Background: an optimization exercise with open tools, aiming at small area, a short achievable clock period and few clock cycles per item. Do not read the settings as production practice. Function was checked by simulation only, so behaviour that the tests miss may differ from the original.

==> zinc: inputs <==
Design neuron_top, start of the top module:
module neuron_top (
    input  logic         clk,
    input  logic         rst_n,
    input  logic [511:0] in_vec,
    input  logic [255:0] weights_vec,
    input  logic [31:0]  bias,
    output logic [31:0]  out,
    output logic         done
);
  fully_serial u_neuron (
      .clk        (clk),
      .rst_n      (rst_n),
      .in_vec     (in_vec),
      .weights_vec(weights_vec),
      .bias       (bias),
      .out        (out),
      .done       (done)
  );
endmodule
==> flow/config.mk <==
export PLATFORM = sky130hd
export DESIGN_NAME = neuron_top
export DESIGN_NICKNAME = neuron_top
export VERILOG_FILES = /design/flow/design.v
export SDC_FILE = /design/flow/constraint.sdc
export NUM_CORES = 4
export LEC_CHECK = 0
export CAP_MARGIN = 20
export CORE_MARGIN = 2
export CORE_UTILIZATION = 50
export SETUP_SLACK_MARGIN = 5
export SLEW_MARGIN = 20
export SYNTH_HIERARCHICAL = 1
==> flow/constraint.sdc <==
create_clock -name core_clock -period 12.0 [get_ports {clk}]
set_input_delay 2.4000 -clock core_clock [delete_from_list [all_inputs] [get_ports {clk}]]
set_output_delay 2.4000 -clock core_clock [all_outputs]
set_load 0.01 [all_outputs]
standard.sh (not shown) runs the stock make flow with config.mk's settings and CLKGATE_MAP_FILE= SYNTH_SCRIPT=/design/flow/synth_recipe.tcl, a recipe that flattens the netlist after the stock synthesis.
==> flow/flow/run.sh <==
#!/bin/bash
# Own layout flow: the standard flow (standard.sh, unchanged synthesis and
# steps), except that the port buffers are plain buffers
# (sky130_fd_sc_hd__buf_2) rather than the delay buffers that buffer_ports
# picks by itself.  Each step's full output goes to a log file here.
set -euo pipefail
export BUFFER_PORTS_ARGS="-buffer_cell sky130_fd_sc_hd__buf_2"
bash standard.sh synth > flow_synth.log 2>&1
bash standard.sh finish > flow_finish.log 2>&1
==> lagoon: changes against zinc <==
==> flow/flow/run.sh (replaced) <==
#!/bin/bash
set -euo pipefail
export BUFFER_PORTS_ARGS="-buffer_cell sky130_fd_sc_hd__buf_2"
export SETUP_SLACK_MARGIN=6.4
bash standard.sh synth > flow_synth.log 2>&1
bash standard.sh finish > flow_finish.log 2>&1
- SETUP_SLACK_MARGIN: 5 -> unset
==> indigo: changes against zinc <==
==> flow/flow/run.sh (replaced) <==
#!/bin/bash
set -euo pipefail
export BUFFER_PORTS_ARGS="-buffer_cell sky130_fd_sc_hd__buf_2"
export SETUP_SLACK_MARGIN=5.8
bash standard.sh synth > flow_synth.log 2>&1
bash standard.sh finish > flow_finish.log 2>&1
- SETUP_SLACK_MARGIN: 5 -> unset
==> results.txt <==
status=complete, no violations; fraction of area in registers=9.36%; CTS-repair resized insts=37; critical path launch point=u_neuron.a1_q[7]; dominant delay contributor by cell family on the critical path=compound AO/OA/AOI/OAI gates; number of antenna violations at the first check in global routing=31; Multi-In Gates=2547; global-route wire length before repair=225000 um; global-route usage over all layers=47.2%; worst setup slack after layout=5.70 ns; routed length per placed instance=35.6 um
Source of the figures above: indigo

==> results.txt <==
status=complete, no violations; worst setup slack after layout=5.06 ns; global-route wire length before repair=224000 um; proportion of netlist area held by the largest area contributor=39.7%; unrepaired setup endpoints after global routing=no; number of H-tree levels=4; CTS-repair resized insts=2; dominant delay contributor by cell family on the critical path=adder cells; global-route usage over all layers=46.8%; critical path launch point=u_neuron.a0_q[1]; final standard cell count with taps included and fillers excluded=4621; worst setup slack after placement=5.27 ns; fraction of area in registers=9.53%; Multi-In Gates=2546
Source of the figures above: zinc

==> results.txt <==
GRT met2 Usage=72.2%; status=complete, no violations; worst setup slack after layout=5.64 ns; Multi-In Gates=2548; global-route usage over all layers=50.5%; dominant delay contributor by cell family on the critical path=adder cells; fraction of area in registers=8.17%; CTS-repair resized insts=377; routed length per placed instance=37.7 um; number of antenna violations at the first check in global routing=41
Source of the figures above: lagoon

Testbench counts of zinc, summed over its fixed seeds: cycles 7,680, items 960.
Testbench counts of lagoon, summed over its fixed seeds: cycles 7,680, items 960.
Testbench counts of indigo, summed over its fixed seeds: cycles 7,680, items 960.

---

==> build 79: inputs <==
neuron_top, a different RTL version from the one above (not shown whole).
export LEC_CHECK = 0
export CAP_MARGIN = 20
export CORE_MARGIN = 2
export CORE_UTILIZATION = 50
export SLEW_MARGIN = 20
export SYNTH_HIERARCHICAL = 1
create_clock -name core_clock -period 12.0 [get_ports {clk}]
==> flow/flow/run.sh <==
#!/bin/bash
set -euo pipefail
export BUFFER_PORTS_ARGS="-buffer_cell sky130_fd_sc_hd__buf_1"
export SETUP_SLACK_MARGIN=5.0
bash standard.sh synth > flow_synth.log 2>&1
bash standard.sh finish > flow_finish.log 2>&1
==> trial 39: changes against build 79 <==
--- a/flow/design.v
+++ b/flow/design.v
@@ -324,45 +324,45 @@
         win_nxt_13_1 = {weights_vec[223], weights_vec[222], weights_vec[221]};
         win_nxt_14_0 = {weights_vec[237], weights_vec[236], win_r_14_1[2]};
         win_nxt_14_1 = {weights_vec[239], weights_vec[238], weights_vec[237]};
         win_nxt_15_0 = {weights_vec[253], weights_vec[252], win_r_15_1[2]};
         win_nxt_15_1 = {weights_vec[255], weights_vec[254], weights_vec[253]};
       end
-      default: begin   
-        win_nxt_0_0 = {weights_vec[5], weights_vec[4], weights_vec[3]};
-        win_nxt_0_1 = {weights_vec[7], weights_vec[6], weights_vec[5]};
-        win_nxt_1_0 = {weights_vec[21], weights_vec[20], weights_vec[19]};
-        win_nxt_1_1 = {weights_vec[23], weights_vec[22], weights_vec[21]};
-        win_nxt_2_0 = {weights_vec[37], weights_vec[36], weights_vec[35]};
-        win_nxt_2_1 = {weights_vec[39], weights_vec[38], weights_vec[37]};
-        win_nxt_3_0 = {weights_vec[53], weights_vec[52], weights_vec[51]};
-        win_nxt_3_1 = {weights_vec[55], weights_vec[54], weights_vec[53]};
-        win_nxt_4_0 = {weights_vec[69], weights_vec[68], weights_vec[67]};
-        win_nxt_4_1 = {weights_vec[71], weights_vec[70], weights_vec[69]};
-        win_nxt_5_0 = {weights_vec[85], weights_vec[84], weights_vec[83]};
-        win_nxt_5_1 = {weights_vec[87], weights_vec[86], weights_vec[85]};
-        win_nxt_6_0 = {weights_vec[101], weights_vec[100], weights_vec[99]};
-        win_nxt_6_1 = {weights_vec[103], weights_vec[102], weights_vec[101]};
-        win_nxt_7_0 = {weights_vec[117], weights_vec[116], weights_vec[115]};
-        win_nxt_7_1 = {weights_vec[119], weights_vec[118], weights_vec[117]};
-        win_nxt_8_0 = {weights_vec[133], weights_vec[132], weights_vec[131]};
-        win_nxt_8_1 = {weights_vec[135], weights_vec[134], weights_vec[133]};
-        win_nxt_9_0 = {weights_vec[149], weights_vec[148], weights_vec[147]};
-        win_nxt_9_1 = {weights_vec[151], weights_vec[150], weights_vec[149]};
-        win_nxt_10_0 = {weights_vec[165], weights_vec[164], weights_vec[163]};
-        win_nxt_10_1 = {weights_vec[167], weights_vec[166], weights_vec[165]};
-        win_nxt_11_0 = {weights_vec[181], weights_vec[180], weights_vec[179]};
-        win_nxt_11_1 = {weights_vec[183], weights_vec[182], weights_vec[181]};
-        win_nxt_12_0 = {weights_vec[197], weights_vec[196], weights_vec[195]};
-        win_nxt_12_1 = {weights_vec[199], weights_vec[198], weights_vec[197]};
-        win_nxt_13_0 = {weights_vec[213], weights_vec[212], weights_vec[211]};
-        win_nxt_13_1 = {weights_vec[215], weights_vec[214], weights_vec[213]};
-        win_nxt_14_0 = {weights_vec[229], weights_vec[228], weights_vec[227]};
-        win_nxt_14_1 = {weights_vec[231], weights_vec[230], weights_vec[229]};
-        win_nxt_15_0 = {weights_vec[245], weights_vec[244], weights_vec[243]};
-        win_nxt_15_1 = {weights_vec[247], weights_vec[246], weights_vec[245]};
+      default: begin
+        win_nxt_0_0 = 3'b000;
+        win_nxt_0_1 = 3'b000;
+        win_nxt_1_0 = 3'b000;
+        win_nxt_1_1 = 3'b000;
+        win_nxt_2_0 = 3'b000;
+        win_nxt_2_1 = 3'b000;
+        win_nxt_3_0 = 3'b000;
+        win_nxt_3_1 = 3'b000;
+        win_nxt_4_0 = 3'b000;
+        win_nxt_4_1 = 3'b000;
+        win_nxt_5_0 = 3'b000;
+        win_nxt_5_1 = 3'b000;
+        win_nxt_6_0 = 3'b000;
+        win_nxt_6_1 = 3'b000;
+        win_nxt_7_0 = 3'b000;
+        win_nxt_7_1 = 3'b000;
+        win_nxt_8_0 = 3'b000;
+        win_nxt_8_1 = 3'b000;
+        win_nxt_9_0 = 3'b000;
+        win_nxt_9_1 = 3'b000;
+        win_nxt_10_0 = 3'b000;
+        win_nxt_10_1 = 3'b000;
+        win_nxt_11_0 = 3'b000;
+        win_nxt_11_1 = 3'b000;
+        win_nxt_12_0 = 3'b000;
+        win_nxt_12_1 = 3'b000;
+        win_nxt_13_0 = 3'b000;
+        win_nxt_13_1 = 3'b000;
+        win_nxt_14_0 = 3'b000;
+        win_nxt_14_1 = 3'b000;
+        win_nxt_15_0 = 3'b000;
+        win_nxt_15_1 = 3'b000;
       end
     endcase
   end
   always_ff @(posedge clk) begin
     win_r_0_0 <= win_nxt_0_0;
     win_r_0_1 <= win_nxt_0_1;
==> flow/flow/run.sh (replaced) <==
#!/bin/bash
# Own layout flow: the standard flow (standard.sh, unchanged synthesis and
# steps), except that the port buffers are plain buffers
# (sky130_fd_sc_hd__buf_2) rather than the delay buffers that buffer_ports
# picks by itself.  Each step's full output goes to a log file here.
set -euo pipefail
export BUFFER_PORTS_ARGS="-buffer_cell sky130_fd_sc_hd__buf_2"
bash standard.sh synth > flow_synth.log 2>&1
bash standard.sh finish > flow_finish.log 2>&1
--- a/flow/config.mk
+++ b/flow/config.mk
@@ -5,8 +5,9 @@
 export SDC_FILE = /design/flow/constraint.sdc
 export NUM_CORES = 4
 export LEC_CHECK = 0
 export CAP_MARGIN = 20
 export CORE_MARGIN = 2
 export CORE_UTILIZATION = 50
+export SETUP_SLACK_MARGIN = 5
 export SLEW_MARGIN = 20
 export SYNTH_HIERARCHICAL = 1
==> trial 13: changes against build 79 <==
--- a/flow/design.v
+++ b/flow/design.v
@@ -324,45 +324,45 @@
         win_nxt_13_1 = {weights_vec[223], weights_vec[222], weights_vec[221]};
         win_nxt_14_0 = {weights_vec[237], weights_vec[236], win_r_14_1[2]};
         win_nxt_14_1 = {weights_vec[239], weights_vec[238], weights_vec[237]};
         win_nxt_15_0 = {weights_vec[253], weights_vec[252], win_r_15_1[2]};
         win_nxt_15_1 = {weights_vec[255], weights_vec[254], weights_vec[253]};
       end
-      default: begin   
-        win_nxt_0_0 = {weights_vec[5], weights_vec[4], weights_vec[3]};
-        win_nxt_0_1 = {weights_vec[7], weights_vec[6], weights_vec[5]};
-        win_nxt_1_0 = {weights_vec[21], weights_vec[20], weights_vec[19]};
-        win_nxt_1_1 = {weights_vec[23], weights_vec[22], weights_vec[21]};
-        win_nxt_2_0 = {weights_vec[37], weights_vec[36], weights_vec[35]};
-        win_nxt_2_1 = {weights_vec[39], weights_vec[38], weights_vec[37]};
-        win_nxt_3_0 = {weights_vec[53], weights_vec[52], weights_vec[51]};
-        win_nxt_3_1 = {weights_vec[55], weights_vec[54], weights_vec[53]};
-        win_nxt_4_0 = {weights_vec[69], weights_vec[68], weights_vec[67]};
-        win_nxt_4_1 = {weights_vec[71], weights_vec[70], weights_vec[69]};
-        win_nxt_5_0 = {weights_vec[85], weights_vec[84], weights_vec[83]};
-        win_nxt_5_1 = {weights_vec[87], weights_vec[86], weights_vec[85]};
-        win_nxt_6_0 = {weights_vec[101], weights_vec[100], weights_vec[99]};
-        win_nxt_6_1 = {weights_vec[103], weights_vec[102], weights_vec[101]};
-        win_nxt_7_0 = {weights_vec[117], weights_vec[116], weights_vec[115]};
-        win_nxt_7_1 = {weights_vec[119], weights_vec[118], weights_vec[117]};
-        win_nxt_8_0 = {weights_vec[133], weights_vec[132], weights_vec[131]};
-        win_nxt_8_1 = {weights_vec[135], weights_vec[134], weights_vec[133]};
-        win_nxt_9_0 = {weights_vec[149], weights_vec[148], weights_vec[147]};
-        win_nxt_9_1 = {weights_vec[151], weights_vec[150], weights_vec[149]};
-        win_nxt_10_0 = {weights_vec[165], weights_vec[164], weights_vec[163]};
-        win_nxt_10_1 = {weights_vec[167], weights_vec[166], weights_vec[165]};
-        win_nxt_11_0 = {weights_vec[181], weights_vec[180], weights_vec[179]};
-        win_nxt_11_1 = {weights_vec[183], weights_vec[182], weights_vec[181]};
-        win_nxt_12_0 = {weights_vec[197], weights_vec[196], weights_vec[195]};
-        win_nxt_12_1 = {weights_vec[199], weights_vec[198], weights_vec[197]};
-        win_nxt_13_0 = {weights_vec[213], weights_vec[212], weights_vec[211]};
-        win_nxt_13_1 = {weights_vec[215], weights_vec[214], weights_vec[213]};
-        win_nxt_14_0 = {weights_vec[229], weights_vec[228], weights_vec[227]};
-        win_nxt_14_1 = {weights_vec[231], weights_vec[230], weights_vec[229]};
-        win_nxt_15_0 = {weights_vec[245], weights_vec[244], weights_vec[243]};
-        win_nxt_15_1 = {weights_vec[247], weights_vec[246], weights_vec[245]};
+      default: begin
+        win_nxt_0_0 = 3'b000;
+        win_nxt_0_1 = 3'b000;
+        win_nxt_1_0 = 3'b000;
+        win_nxt_1_1 = 3'b000;
+        win_nxt_2_0 = 3'b000;
+        win_nxt_2_1 = 3'b000;
+        win_nxt_3_0 = 3'b000;
+        win_nxt_3_1 = 3'b000;
+        win_nxt_4_0 = 3'b000;
+        win_nxt_4_1 = 3'b000;
+        win_nxt_5_0 = 3'b000;
+        win_nxt_5_1 = 3'b000;
+        win_nxt_6_0 = 3'b000;
+        win_nxt_6_1 = 3'b000;
+        win_nxt_7_0 = 3'b000;
+        win_nxt_7_1 = 3'b000;
+        win_nxt_8_0 = 3'b000;
+        win_nxt_8_1 = 3'b000;
+        win_nxt_9_0 = 3'b000;
+        win_nxt_9_1 = 3'b000;
+        win_nxt_10_0 = 3'b000;
+        win_nxt_10_1 = 3'b000;
+        win_nxt_11_0 = 3'b000;
+        win_nxt_11_1 = 3'b000;
+        win_nxt_12_0 = 3'b000;
+        win_nxt_12_1 = 3'b000;
+        win_nxt_13_0 = 3'b000;
+        win_nxt_13_1 = 3'b000;
+        win_nxt_14_0 = 3'b000;
+        win_nxt_14_1 = 3'b000;
+        win_nxt_15_0 = 3'b000;
+        win_nxt_15_1 = 3'b000;
       end
     endcase
   end
   always_ff @(posedge clk) begin
     win_r_0_0 <= win_nxt_0_0;
     win_r_0_1 <= win_nxt_0_1;
==> flow/flow/run.sh (replaced) <==
#!/bin/bash
set -euo pipefail
export BUFFER_PORTS_ARGS="-buffer_cell sky130_fd_sc_hd__buf_2"
export SETUP_SLACK_MARGIN=5.3
bash standard.sh synth > flow_synth.log 2>&1
bash standard.sh finish > flow_finish.log 2>&1
==> summary of the runs <==
- Register-to-register slack: build 79 < trial 39 < trial 13.
- Non-clock buffer count: trial 39 is lower than trial 13 (11).
- Sequential share of layout area: trial 13 < trial 39 < build 79.
- Fmax: build 79 < trial 13 < trial 39.
- Between build 79 and trial 39, the lower clock skew is in build 79 (gap 0.026 ns).
- The lowest via count belongs to build 79, the highest to trial 39.
- First-iteration DRC count, highest first: trial 13, trial 39, build 79.
Testbench counts of build 79, summed over its fixed seeds: cycles 3,840, items 960.
Testbench counts of trial 39, summed over its fixed seeds: cycles 3,840, items 960.
Testbench counts of trial 13, summed over its fixed seeds: cycles 3,840, items 960.

[what the ideal ports hide]
No port has a modelled driver above. Below, the same layouts with a new extraction and two added sets of constraints. Step 1: set_driving_cell puts a clkbuf_16 on clk and a buf_2 on each other input, an assumption about the parent block. Step 2, shift: input delay + t, output delay - t, t = (earliest + latest rising clock arrival at the registers) / 2. This alone moves slack from input paths to output paths. Slacks: ideal ports / drivers / drivers and shift; pairs: ideal ports / drivers.
run | shift t [ns] | setup WS [ns] | worst hold slack (ns) | clock arrival spread, ns | worst data-port slew with drivers (ns)
zinc | 0.571 | 5.059 / 4.993 / 5.093 | 0.382 / 0.382 / 0.382 | 0.031 / 0.031 | 0.24
lagoon | 0.568 | 5.638 / 5.565 / 5.587 | 0.372 / 0.372 / 0.372 | 0.027 / 0.028 | 0.31
indigo | 0.574 | 5.695 / 5.629 / 5.241 | 0.379 / 0.379 / 0.379 | 0.031 / 0.031 | 0.21
build 79 | 0.697 | 4.951 / 4.951 / 4.500 | 0.559 / 0.559 / 0.559 | 0.044 / 0.045 | 0.36
trial 39 | 0.698 | 5.049 / 4.964 / 4.482 | 0.594 / 0.594 / 0.594 | 0.060 / 0.060 | 0.27
trial 13 | 0.700 | 5.046 / 4.958 / 4.554 | 0.588 / 0.588 / 0.588 | 0.050 / 0.050 | 0.27
After both steps every run listed still meets setup and hold. The setup slack of trial 39, which loses most, moves by -0.085 ns with the drivers and by -0.567 ns with both steps.
